This design comes from an exercise in tuning for small area on the open sky130 flow, not from production work.
Function was checked by simulation only, so behaviour that the tests miss may differ from the original.
Power figures rest on the tool's default switching activity, not on a simulated workload.

Setup of run A:
## MouseHandler
module MouseHandler(clk,rst,ps2_c_in,ps2_d_in,ps2_c_oe,ps2_d_oe,ps2_d_out,XMouseVGA,YMouseVGA,Botones);
==> flow/config.mk <==
export PLATFORM = sky130hd
export DESIGN_NAME = MouseHandler
export DESIGN_NICKNAME = MouseHandler
export VERILOG_FILES = /design/flow/design.v
export SDC_FILE = /design/flow/constraint.sdc
export NUM_CORES = 4
export LEC_CHECK = 0
export CAP_MARGIN = 20
export CORE_MARGIN = 2
export CORE_UTILIZATION = 40
export SLEW_MARGIN = 20
==> flow/constraint.sdc <==
create_clock -name core_clock -period 10.0 [get_ports {clk}]
set_input_delay 2.0000 -clock core_clock [delete_from_list [all_inputs] [get_ports {clk}]]
set_output_delay 2.0000 -clock core_clock [all_outputs]
set_load 0.01 [all_outputs]
standard.sh (not shown) runs the stock make flow with config.mk's settings and CLKGATE_MAP_FILE= SYNTH_SCRIPT=/design/flow/synth_recipe.tcl, a recipe that flattens the netlist after the stock synthesis.
==> flow/flow/run.sh <==
#!/bin/bash
set -euo pipefail
export BUFFER_PORTS_ARGS="-buffer_cell sky130_fd_sc_hd__buf_1"
export CTS_ARGS="-sink_clustering_enable -repair_clock_nets -dont_use_dummy_load -buf_list sky130_fd_sc_hd__clkbuf_8 -sink_clustering_size 32 -sink_clustering_max_diameter 200"
bash standard.sh finish > standard_flow.log 2>&1
## Diff of input files: run B against run A
==> flow/flow/run.sh <==
#!/bin/bash
# The standard layout with three changes:
#  * port buffers use the smallest buffer cell (sky130_fd_sc_hd__buf_1);
#  * the synthesized netlist's combinational cells are set to their smallest
#    drive strength before floorplanning (flip-flops untouched);
#  * clock tree built from clkbuf_4 without dummy loads.
set -euo pipefail
export BUFFER_PORTS_ARGS="-buffer_cell sky130_fd_sc_hd__buf_1"
export CTS_ARGS="-sink_clustering_enable -repair_clock_nets -dont_use_dummy_load -buf_list sky130_fd_sc_hd__clkbuf_4"
R=$PWD/orfs/results/$FLOW_PLATFORM/MouseHandler/base
bash standard.sh $R/1_2_yosys.v > synth_flow.log 2>&1
python3 flow/downsize.py $R/1_2_yosys.v $FLOW_HOME/platforms/$FLOW_PLATFORM/lib/sky130_fd_sc_hd__tt_025C_1v80.lib > downsize.log 2>&1
bash standard.sh finish > standard_flow.log 2>&1
==> flow/flow/downsize.py (new file) <==
#!/usr/bin/env python3
"""Replace each combinational cell of the synthesis netlist by the smallest
drive-strength variant of the same function in the library, when that is
smaller. Flip-flops are left as synthesis made them.
Usage: downsize.py NETLIST LIB"""
import re, sys
net, lib = sys.argv[1], sys.argv[2]
txt = open(lib).read()
area = {}
ms = list(re.finditer(r'cell\s*\(\s*"?(sky130_fd_sc_hd__\w+?)"?\s*\)', txt))
for i, m in enumerate(ms):
    end = ms[i + 1].start() if i + 1 < len(ms) else len(txt)
    a = re.search(r'area\s*:\s*([\d.]+)', txt[m.end():end])
    if a:
        area[m.group(1)] = float(a.group(1))
best = {}
for c, a in area.items():
    mm = re.match(r'(sky130_fd_sc_hd__[a-z0-9]+)_(\d+)$', c)
    if mm and 'lpflow' not in c:
        b = mm.group(1)
        if b not in best or a < area[best[b]]:
            best[b] = c
src = open(net).read()
count = {}
def sub(m):
    cell, base = m.group(0), m.group(1)
    kind = base.replace('sky130_fd_sc_hd__', '')
    if re.match(r'(e|s)?df|sedf|dl|clk|conb|tap|fill|decap', kind) or cell not in area:
        return cell
    cand = best.get(base, cell)
    if area[cand] < area[cell]:
        count[cell + ' -> ' + cand] = count.get(cell + ' -> ' + cand, 0) + 1
        return cand
    return cell
src = re.sub(r'\b(sky130_fd_sc_hd__[a-z0-9]+)_(\d+)\b(?=\s+\S+\s*\()', sub, src)
open(net, 'w').write(src)
for k, v in sorted(count.items()):
    print(v, k)
--- outcome ---
- Lower critical path depth was reported by run B, not run A.
- Diff run A -> run B: post-place setup slack decreased 0.11 ns, net switching power of the design decreased about 6%, power decreased 9.1%, number of well taps essentially unchanged, sequential share of layout area increased 1.4 points.
- | achievable frequency | higher: run B |
- The total routing resource utilization after global routing number comes out higher for run A vs run B.
Setup changes, run B to run C
- PLACE_DENSITY now 0.8, previously not set
- CORE_UTILIZATION now 60, was 40
[summary]
Delta (run C minus run B): number of well taps went down; depth of the most critical reg-to-reg path went up; detailed route wirelength on metal2 did not really move; proportion of power drawn by flip-flops and latches went up.
Every run (run B and run C) finished clean.
Routed wire length down 2.8% in run C wrt run B
Standby leakage power essentially unchanged between run B and run C.
Run C reports a higher final period utilization than run B does.
In run C, met3 wire length is higher than in run B.
diff inputs: run C => run D
- removing PLACE_DENSITY (formerly 0.8)
- changing CORE_UTILIZATION from 60 to 40
diff --git a/flow/flow/run.sh b/flow/flow/run.sh
--- a/flow/flow/run.sh
+++ b/flow/flow/run.sh
@@ -9 +9 @@
-export CTS_ARGS="-sink_clustering_enable -repair_clock_nets -dont_use_dummy_load -buf_list sky130_fd_sc_hd__clkbuf_4"
+export CTS_ARGS="-repair_clock_nets -dont_use_dummy_load -buf_list sky130_fd_sc_hd__clkbuf_4"
[summary]
- Across run D and run C, the outcome is the same: a clean finish for every run.
- Routed wire length delta (run D − run C): unfavourable
- Summary of the comparison: critical path depth is lower in run D, relative to run C.
- Synthesized area came out exactly the same in run D and run C.

========
== the previous run ==
The RTL this note starts from:
==> flow/design.v <==
`timescale 1ns / 1ps
module MouseHandler(clk,rst,ps2_c_in,ps2_d_in,ps2_c_oe,ps2_d_oe,ps2_d_out,XMouseVGA,YMouseVGA,Botones);
input clk, rst;
input ps2_c_in, ps2_d_in;
output ps2_c_oe, ps2_d_oe, ps2_d_out;
output reg [9:0] XMouseVGA, YMouseVGA;
output reg [2:0] Botones;
reg [7:0] filter_reg;
reg edge_c;
wire all1 = &filter_reg;
wire all0 = ~|filter_reg;
wire fall_edge = edge_c & all0;
always @(posedge clk or posedge rst)
	if (rst) begin
		filter_reg <= 8'b0;
		edge_c <= 1'b0;
	end else begin
		filter_reg <= {ps2_c_in, filter_reg[7:1]};
		edge_c <= all1 | (edge_c & ~all0);
	end
reg go, s1, s2, s3;
wire tx_idle = ~(s1 | s2 | s3);
assign ps2_c_oe = s1;
assign ps2_d_oe = s2;
localparam [15:0] LFSR_A = 16'hbbe8;   
localparam [15:0] LFSR_B = 16'hbbf8;   
localparam [15:0] LFSR_T = 16'h05bd;
reg [15:0] tmr;
wire hit = (tmr == LFSR_T);
always @(posedge clk)
	if (~go)
		tmr <= LFSR_A;
	else if (s2)
		tmr <= LFSR_B;
	else
		tmr <= {tmr[0] ^ tmr[2] ^ tmr[3] ^ tmr[5], tmr[15:1]};
reg [3:0] cuenta;
wire trama = (cuenta == 4'd10);
reg [3:0] txk;
always @(posedge clk)
	if (~s2)
		txk <= 4'd0;
	else if (fall_edge)
		txk <= txk + 4'd1;
reg txbit;
always @* begin
	case (txk)
		4'd3, 4'd5, 4'd6, 4'd7, 4'd8: txbit = 1'b1;
		4'd0, 4'd1, 4'd2, 4'd4, 4'd9: txbit = 1'b0;
		default: txbit = 1'b1;
	endcase
end
assign ps2_d_out = txbit;
always @(posedge clk or posedge rst)
	if (rst) begin
		go <= 1'b0;
		s1 <= 1'b0;
		s2 <= 1'b0;
		s3 <= 1'b0;
	end else begin
		go <= 1'b1;
		s1 <= ~go | (s1 & ~hit);
		s2 <= (s1 & hit) | (s2 & ~(fall_edge & trama));
		s3 <= (s2 & fall_edge & trama) | (s3 & ~hit);
	end
localparam R0 = 3'd0, R1 = 3'd1, R2 = 3'd2, R3 = 3'd3, R4 = 3'd4;
reg [2:0] rxs;
wire rx_start = ~ps2_d_in & ps2_c_in & tx_idle;
wire clr_bits = (rxs == R0) & tx_idle;
wire shift = (rxs == R2) & ~trama;
wire rx_done = (rxs == R4);
always @(posedge clk or posedge rst)
	if (rst)
		rxs <= R0;
	else
		case (rxs)
			R0: rxs <= rx_start ? R1 : R0;
			R1: rxs <= fall_edge ? R2 : R1;
			R2: rxs <= R3;
			R3: rxs <= trama ? R4 : R1;
			default: rxs <= R0;
		endcase
always @(posedge clk)
	if (clr_bits)
		cuenta <= 4'd0;
	else if (fall_edge)
		cuenta <= cuenta + 4'd1;
reg [1:0] nbyte;
wire listo = (nbyte == 2'd3);
always @(posedge clk or posedge rst)
	if (rst)
		nbyte <= 2'd0;
	else if (listo)
		nbyte <= 2'd0;
	else if (rx_done)
		nbyte <= nbyte + 2'd1;
reg [5:0] st;    
reg [7:0] dx, dy;
always @(posedge clk) begin
	if (shift & (nbyte == 2'd0) & ~cuenta[3])
		st <= {ps2_d_in, st[5:1]};
	if (shift & (nbyte == 2'd1))
		dx <= {ps2_d_in, dx[7:1]};
	if (shift & (nbyte == 2'd2))
		dy <= {ps2_d_in, dy[7:1]};
end
always @(posedge clk or posedge rst)
	if (rst) begin
		XMouseVGA <= 10'b0;
		YMouseVGA <= 10'b0;
		Botones <= 3'b0;
	end else if (listo) begin
		XMouseVGA <= XMouseVGA - {{2{st[4]}}, dx};
		YMouseVGA <= YMouseVGA - {{2{st[5]}}, dy};
		Botones <= st[2:0];
	end
endmodule
export LEC_CHECK = 0
export ABC_AREA = 1
export CAP_MARGIN = 20
export CORE_MARGIN = 2
export CORE_UTILIZATION = 70
export SLEW_MARGIN = 20
create_clock -name core_clock -period 10.0 [get_ports {clk}]
run.sh (not shown) runs the stock make flow with config.mk's settings and CLKGATE_MAP_FILE= SYNTH_SCRIPT=/design/flow/synth_recipe.tcl, a recipe that flattens the netlist after the stock synthesis.
Stock flow here: none of the scripts above is used.
The previous run did not stop at any stage, and its layout met the timing, DRC and antenna checks.
The inputs of the current run differ from those of the previous run as listed below.
--- a/flow/config.mk
+++ b/flow/config.mk
@@ -8 +7,0 @@
-export ABC_AREA = 1
@@ -11 +10 @@
-export CORE_UTILIZATION = 70
+export CORE_UTILIZATION = 40
Note that the number of fill cells recorded for the current run amounts to 2.9 times the value seen in the previous run. The previous run -> the current run: time the final worst path needs with I/O delays and setup flat. Compared with the previous run, the current run shows synthesized net count lower by about 16%. Between the current run and the previous run, the sequential cell area fraction in the yosys report does not differ in any meaningful way. Diff the previous run -> the current run: detailed-route wire length per cell went down by 11%, design area went up 0.80%, highest attainable clock frequency was more or less identical, xor and xnor fraction of the mapped netlist area climbed 0.21 points, area of the die moved up. The current run ended with less sequential share of cell area than the previous run. Wire length of the first global-routing pass went down by a few percent going from the previous run to the current run.

[what the ideal ports hide]
The results above use ideal ports. As a check the final layouts listed here were re-extracted and re-timed, cells and wires unchanged. Step 1 (the two cells are an assumption about what drives the block):
set clk [get_ports {clk}]
set_driving_cell -lib_cell sky130_fd_sc_hd__clkbuf_16 $clk
set_driving_cell -lib_cell sky130_fd_sc_hd__buf_2 [delete_from_list [all_inputs] $clk]
Step 2, shift: input delay + t, output delay - t, t = (earliest + latest rising clock arrival at the registers) / 2. This alone moves slack from input paths to output paths. Slacks: ideal ports / drivers / drivers and shift; pairs: ideal ports / drivers.
run | t, ns | setup slack, ns | worst setup path at the end | latest minus earliest clock arrival (ns)
run A | 0.354 | 5.422 / 5.422 / 5.422 | register to register | 0.017 / 0.017
run B | 0.406 | 5.490 / 5.490 / 5.490 | register to register | 0.041 / 0.041
run C | 0.410 | 5.379 / 5.379 / 5.379 | register to register | 0.022 / 0.021
run D | 0.406 | 5.490 / 5.490 / 5.490 | register to register | 0.041 / 0.041
the previous run | 0.393 | 6.463 / 6.429 / 6.822 | register to output | 0.008 / 0.008
the current run | 0.391 | 6.464 / 6.433 / 6.823 | register to output | 0.017 / 0.017
After both steps setup and hold are still met in every run listed.
